Background: an optimization exercise with open tools, aiming at small area. Do not read the settings as production practice.
Only simulation tests tie the RTL to the original design; equivalence was not proved.
Power figures rest on the tool's default switching activity, not on a simulated workload.

Design MIPS_Processor, start of the top module:
module MIPS_Processor (
    output    wire       [31:0]      PC_M,
    output    wire       [31:0]      ALU_OUT_M,
    output    wire       [31:0]      writeData_M,
    output    wire                   MemWrite_M,
    input     wire       [31:0]      Instr_M, RD_M,
    input     wire                   clk_M, rst_M
);
wire Jump, MemtoReg, Branch, ALUSrc, RegDst, RegWrite, Sub, Mul, Slt;
Control_Unit CU (
   .Jump_C(Jump), .MemtoReg_C(MemtoReg), .MemWrite_C(MemWrite_M), .Branch_C(Branch),
   .ALUSrc_C(ALUSrc), .RegDst_C(RegDst), .RegWrite_C(RegWrite),
   .Sub_C(Sub), .Mul_C(Mul), .Slt_C(Slt),
   .Opcode_C(Instr_M[31:26]), .Funct_C(Instr_M[5:0])
);
Datapath DP (
    .PC_Datapath(PC_M), .ALU_Out_Datapath(ALU_OUT_M), .writeData_D(writeData_M),
    .RegWrite_D(RegWrite), .RegDst_D(RegDst), .ALUSrc_D(ALUSrc), .MemToReg_D(MemtoReg),
    .Branch_D(Branch), .Jump_D(Jump), .Sub_D(Sub), .Mul_D(Mul), .Slt_D(Slt),
    .clk_Datapath(clk_M), .rst_Datapath(rst_M),
    .Instr_Datapath(Instr_M), .RD_Datapath(RD_M)
);
endmodule
Size in the first run: roughly 1100 flip-flops, roughly 160 I/O pins, ~0.055 mm2 of cells after synthesis.
clock: 18.0 ns
lec_check: 0
cap_margin: 20
core_margin: 2
core_utilization: 50
slew_margin: 20
synth_hierarchical: 1
synth_minimum_keep_size: 0
buffer_ports_args: -buffer_cell sky130_fd_sc_hd__buf_1
cts_args: -sink_clustering_enable -repair_clock_nets -dont_use_dummy_load
recover_power: 100
standard.sh (not shown) runs the stock make flow with config.mk's settings and CLKGATE_MAP_FILE= SYNTH_SCRIPT=/design/flow/synth_recipe.tcl, a recipe that flattens the netlist after the stock synthesis.
==> flow/flow/run.sh <==
#!/bin/bash
# Layout flow: the standard flow (standard.sh) with three changes to how
# the layout is made:
#  - port buffers are the smallest buffer, sky130_fd_sc_hd__buf_1,
#  - clock tree synthesis inserts no dummy loads,
#  - after global routing, gates off the critical paths are downsized
#    (repair_timing -recover_power).
# Each tool's output is in the ORFS logs under orfs/logs; standard.sh's own
# output is in standard.log.
set -e
cat >> config.mk <<'X'
export BUFFER_PORTS_ARGS = -buffer_cell sky130_fd_sc_hd__buf_1
export CTS_ARGS = -sink_clustering_enable -repair_clock_nets -dont_use_dummy_load
export RECOVER_POWER = 100
X
mkdir -p my_inputs
cp standard.sh synth_recipe.tcl config.mk constraint.sdc my_inputs/ 2>/dev/null || true
bash standard.sh > standard.log 2>&1
The baseline reached the layout checks and failed them: max-capacitance violations, max-slew violations, negative setup slack.
Next try:
==> flow/flow/run.sh (replaced) <==
#!/bin/bash
# Layout flow: the standard flow (standard.sh) with three changes to how
# the layout is made:
#  - port buffers are the smallest buffer, sky130_fd_sc_hd__buf_1,
#  - clock tree synthesis inserts no dummy loads and clusters up to 24
#    flip-flops (within 100 um) on each clkbuf_16 leaf buffer.
# Each tool's output is in the ORFS logs under orfs/logs; standard.sh's own
# output is in standard.log.
set -e
cat >> config.mk <<'X'
export BUFFER_PORTS_ARGS = -buffer_cell sky130_fd_sc_hd__buf_1
export CTS_ARGS = -sink_clustering_enable -repair_clock_nets -dont_use_dummy_load -buf_list sky130_fd_sc_hd__clkbuf_16 -sink_clustering_size 24 -sink_clustering_max_diameter 100
X
mkdir -p my_inputs
cp standard.sh synth_recipe.tcl config.mk constraint.sdc my_inputs/ 2>/dev/null || true
bash standard.sh > standard.log 2>&1
--- a/flow/config.mk
+++ b/flow/config.mk
@@ -9,8 +9,8 @@
 export CORE_MARGIN = 2
 export CORE_UTILIZATION = 50
+export SETUP_SLACK_MARGIN = 0.2
 export SLEW_MARGIN = 20
 export SYNTH_HIERARCHICAL = 1
 export SYNTH_MINIMUM_KEEP_SIZE = 0
 export BUFFER_PORTS_ARGS = -buffer_cell sky130_fd_sc_hd__buf_1
-export CTS_ARGS = -sink_clustering_enable -repair_clock_nets -dont_use_dummy_load
-export RECOVER_POWER = 100
+export CTS_ARGS = -sink_clustering_enable -repair_clock_nets -dont_use_dummy_load -buf_list sky130_fd_sc_hd__clkbuf_16 -sink_clustering_size 24 -sink_clustering_max_diameter 100
The changed run completed without violations.
Sequential share of layout area rose by 0.71 points.
Combinational power is about the same.
Wire length went down by 0.87%.
Total power decreases by 9.9%.
Clock power is lower by 35%.
Worst setup slack improved by 0.45 ns.
Next try:
--- a/flow/flow/run.sh
+++ b/flow/flow/run.sh
@@ -1,4 +1,4 @@
 #!/bin/bash
-# Layout flow: the standard flow (standard.sh) with three changes to how
+# Layout flow: the standard flow (standard.sh) with two changes to how
 # the layout is made:
 #  - port buffers are the smallest buffer, sky130_fd_sc_hd__buf_1,
--- a/flow/config.mk
+++ b/flow/config.mk
@@ -6,9 +6,9 @@
 export NUM_CORES = 4
 export LEC_CHECK = 0
-export CAP_MARGIN = 20
+export CAP_MARGIN = 10
 export CORE_MARGIN = 2
 export CORE_UTILIZATION = 50
 export SETUP_SLACK_MARGIN = 0.2
-export SLEW_MARGIN = 20
+export SLEW_MARGIN = 10
 export SYNTH_HIERARCHICAL = 1
 export SYNTH_MINIMUM_KEEP_SIZE = 0
- total power is about the same
- sequential share of layout area is about the same
- register-to-register slack barely changes
- via count stays flat
- worst hold slack is about the same
- global-route usage does not change
- design area hardly moves
- worst setup slack got worse by 0.035 ns

---

== v55 ==
Another version of the RTL of MIPS_Processor (not shown whole).
For scale: about 4,700 cells after synthesis, roughly 1,100 flip-flops, roughly 160 I/O pins, roughly 55,000 um2 of cells after synthesis.
==> flow/config.mk <==
export PLATFORM = sky130hd
export DESIGN_NAME = MIPS_Processor
export DESIGN_NICKNAME = MIPS_Processor
export VERILOG_FILES = /design/flow/design.v
export SDC_FILE = /design/flow/constraint.sdc
export NUM_CORES = 4
export LEC_CHECK = 0
export CAP_MARGIN = 20
export CORE_MARGIN = 2
export CORE_UTILIZATION = 50
export PLACE_DENSITY = 0.72
export SETUP_SLACK_MARGIN = 0.2
export SLEW_MARGIN = 20
export SYNTH_HIERARCHICAL = 1
export SYNTH_MINIMUM_KEEP_SIZE = 0
export BUFFER_PORTS_ARGS = -buffer_cell sky130_fd_sc_hd__buf_1
export CTS_ARGS = -sink_clustering_enable -repair_clock_nets -dont_use_dummy_load -buf_list sky130_fd_sc_hd__clkbuf_16 -sink_clustering_size 24 -sink_clustering_max_diameter 100
==> flow/constraint.sdc <==
create_clock -name core_clock -period 18.0 [get_ports {clk_M}]
set_input_delay 3.6000 -clock core_clock [delete_from_list [all_inputs] [get_ports {clk_M}]]
set_output_delay 3.6000 -clock core_clock [all_outputs]
set_load 0.01 [all_outputs]
==> flow/flow/run.sh <==
#!/bin/bash
# Layout flow: the standard flow (standard.sh) with two changes to how
# the layout is made:
#  - port buffers are the smallest buffer, sky130_fd_sc_hd__buf_1,
#  - clock tree synthesis inserts no dummy loads and clusters up to 24
#    flip-flops (within 100 um) on each clkbuf_16 leaf buffer.
# Each tool's output is in the ORFS logs under orfs/logs; standard.sh's own
# output is in standard.log.
set -e
cat >> config.mk <<'X'
export BUFFER_PORTS_ARGS = -buffer_cell sky130_fd_sc_hd__buf_1
export CTS_ARGS = -sink_clustering_enable -repair_clock_nets -dont_use_dummy_load -buf_list sky130_fd_sc_hd__clkbuf_16 -sink_clustering_size 24 -sink_clustering_max_diameter 100
X
mkdir -p my_inputs
cp standard.sh synth_recipe.tcl config.mk constraint.sdc my_inputs/ 2>/dev/null || true
bash standard.sh > standard.log 2>&1
Modified inputs, v28 compared to v55
- a change of CTS_ARGS from -sink_clustering_enable -repair_clock_nets -dont_use_dummy_load -buf_list sky130_fd_sc_hd__clkbuf_16 -sink_clustering_size 24 -sink_clustering_max_diameter 100 to -sink_clustering_enable -repair_clock_nets -dont_use_dummy_load -buf_list sky130_fd_sc_hd__clkbuf_16 -sink_clustering_size 28 -sink_clustering_max_diameter 90
- a deleted PLACE_DENSITY that had been 0.72
--- a/flow/flow/run.sh
+++ b/flow/flow/run.sh
@@ -5,2 +5,2 @@
-#  - clock tree synthesis inserts no dummy loads and clusters up to 24
-#    flip-flops (within 100 um) on each clkbuf_16 leaf buffer.
+#  - clock tree synthesis inserts no dummy loads and clusters up to 28
+#    flip-flops (within 90 um) on each clkbuf_16 leaf buffer.
@@ -12 +12 @@
-export CTS_ARGS = -sink_clustering_enable -repair_clock_nets -dont_use_dummy_load -buf_list sky130_fd_sc_hd__clkbuf_16 -sink_clustering_size 24 -sink_clustering_max_diameter 100
+export CTS_ARGS = -sink_clustering_enable -repair_clock_nets -dont_use_dummy_load -buf_list sky130_fd_sc_hd__clkbuf_16 -sink_clustering_size 28 -sink_clustering_max_diameter 90
==> run notes <==
Diff v55 and v28: arrival time at the worst endpoint lower in v28
Relative to v55, post-synthesis to final-layout area growth has gone up in v28.
Between v28 and v55, it is v28 whose final clock period utilization by the worst path is lower, by 0.35 points.
Number of sequential cells in the layout: v28 vs v55 identical
Every stage of the flow completed for v28, and the final layout passed the timing, DRC and antenna checks.
The inputs of v2 differ from those of v28 as listed below.
- PLACE_DENSITY now 0.72, previously not set
--- outcome ---
Compared with v28, v2 improves sum of internal, switching and leakage power. From v28 to v2 the numbers moved as follows: combinational share of power dropped 0.4 points, via count of the routed design increased 596, design area shows a reduction of 0.32%, core utilization -0.18 points, final clock period utilization by the worst path saw an increase.
Inputs modified between v2 and v44:
- PLACE_DENSITY removed (was 0.72)
- CTS_ARGS changed from -sink_clustering_enable -repair_clock_nets -dont_use_dummy_load -buf_list sky130_fd_sc_hd__clkbuf_16 -sink_clustering_size 28 -sink_clustering_max_diameter 90 to -sink_clustering_enable -repair_clock_nets -dont_use_dummy_load -buf_list sky130_fd_sc_hd__clkbuf_16 -sink_clustering_size 24 -sink_clustering_max_diameter 100
--- a/flow/flow/run.sh
+++ b/flow/flow/run.sh
@@ -5,2 +5,2 @@
-#  - clock tree synthesis inserts no dummy loads and clusters up to 28
-#    flip-flops (within 90 um) on each clkbuf_16 leaf buffer.
+#  - clock tree synthesis inserts no dummy loads and clusters up to 24
+#    flip-flops (within 100 um) on each clkbuf_16 leaf buffer.
@@ -12 +12 @@
-export CTS_ARGS = -sink_clustering_enable -repair_clock_nets -dont_use_dummy_load -buf_list sky130_fd_sc_hd__clkbuf_16 -sink_clustering_size 28 -sink_clustering_max_diameter 90
+export CTS_ARGS = -sink_clustering_enable -repair_clock_nets -dont_use_dummy_load -buf_list sky130_fd_sc_hd__clkbuf_16 -sink_clustering_size 24 -sink_clustering_max_diameter 100
Findings:
- v44 reached the end of the flow, and the finished layout is clean on the timing, DRC and antenna checks.
- Looking only at wire length on met2, and setting everything else aside, the lower value of v44 and v2 goes to v2.
- Between v2 and v44, the flow reports met3 wire length decreasing by a little under 10%.
- Compared with v2, global-route wire length before repair in v44 increased by a few percent.
- For final cell count, v2 and v44 come out practically identical.
- Compared with v2, in v44 total number of vias shows a reduction of 0.82%; hold slack went down; total power went up by about 1.7%; via count of the first global-routing pass decreased by about 0.8% relative to the old numbers.

[what the ideal ports hide]
The results above use ideal ports. As a check the final layouts listed here were re-extracted and re-timed, cells and wires unchanged.
Step 1 (the two cells are an assumption about what drives the block):
set clk [get_ports {clk_M}]
set_driving_cell -lib_cell sky130_fd_sc_hd__clkbuf_16 $clk
set_driving_cell -lib_cell sky130_fd_sc_hd__buf_2 [delete_from_list [all_inputs] $clk]
Step 2 times the ports against the registers' clock, not the clock port: input delays grow and output delays shrink by t, the midpoint of the rising clock arrivals with the driver on.
a / b / c = ideal / step 1 / step 2; a / b = the first two.
run	t, ns	setup WS [ns]	worst setup path after step 2	slew at the worst register clock pin (ns)
the first run of note 1	0.775	-0.023 / -0.055 / -0.055	input to output	0.07 / 0.07
the second run of note 1	0.750	0.424 / 0.398 / 0.398	input to output	0.10 / 0.10
the third run of note 1	0.750	0.389 / 0.362 / 0.362	input to output	0.10 / 0.10
v55	0.745	0.372 / 0.345 / 0.345	input to output	0.10 / 0.10
v28	0.729	0.435 / 0.402 / 0.402	input to output	0.12 / 0.12
v2	0.721	0.307 / 0.280 / 0.280	input to output	0.12 / 0.12
v44	0.748	0.446 / 0.413 / 0.413	input to output	0.11 / 0.11
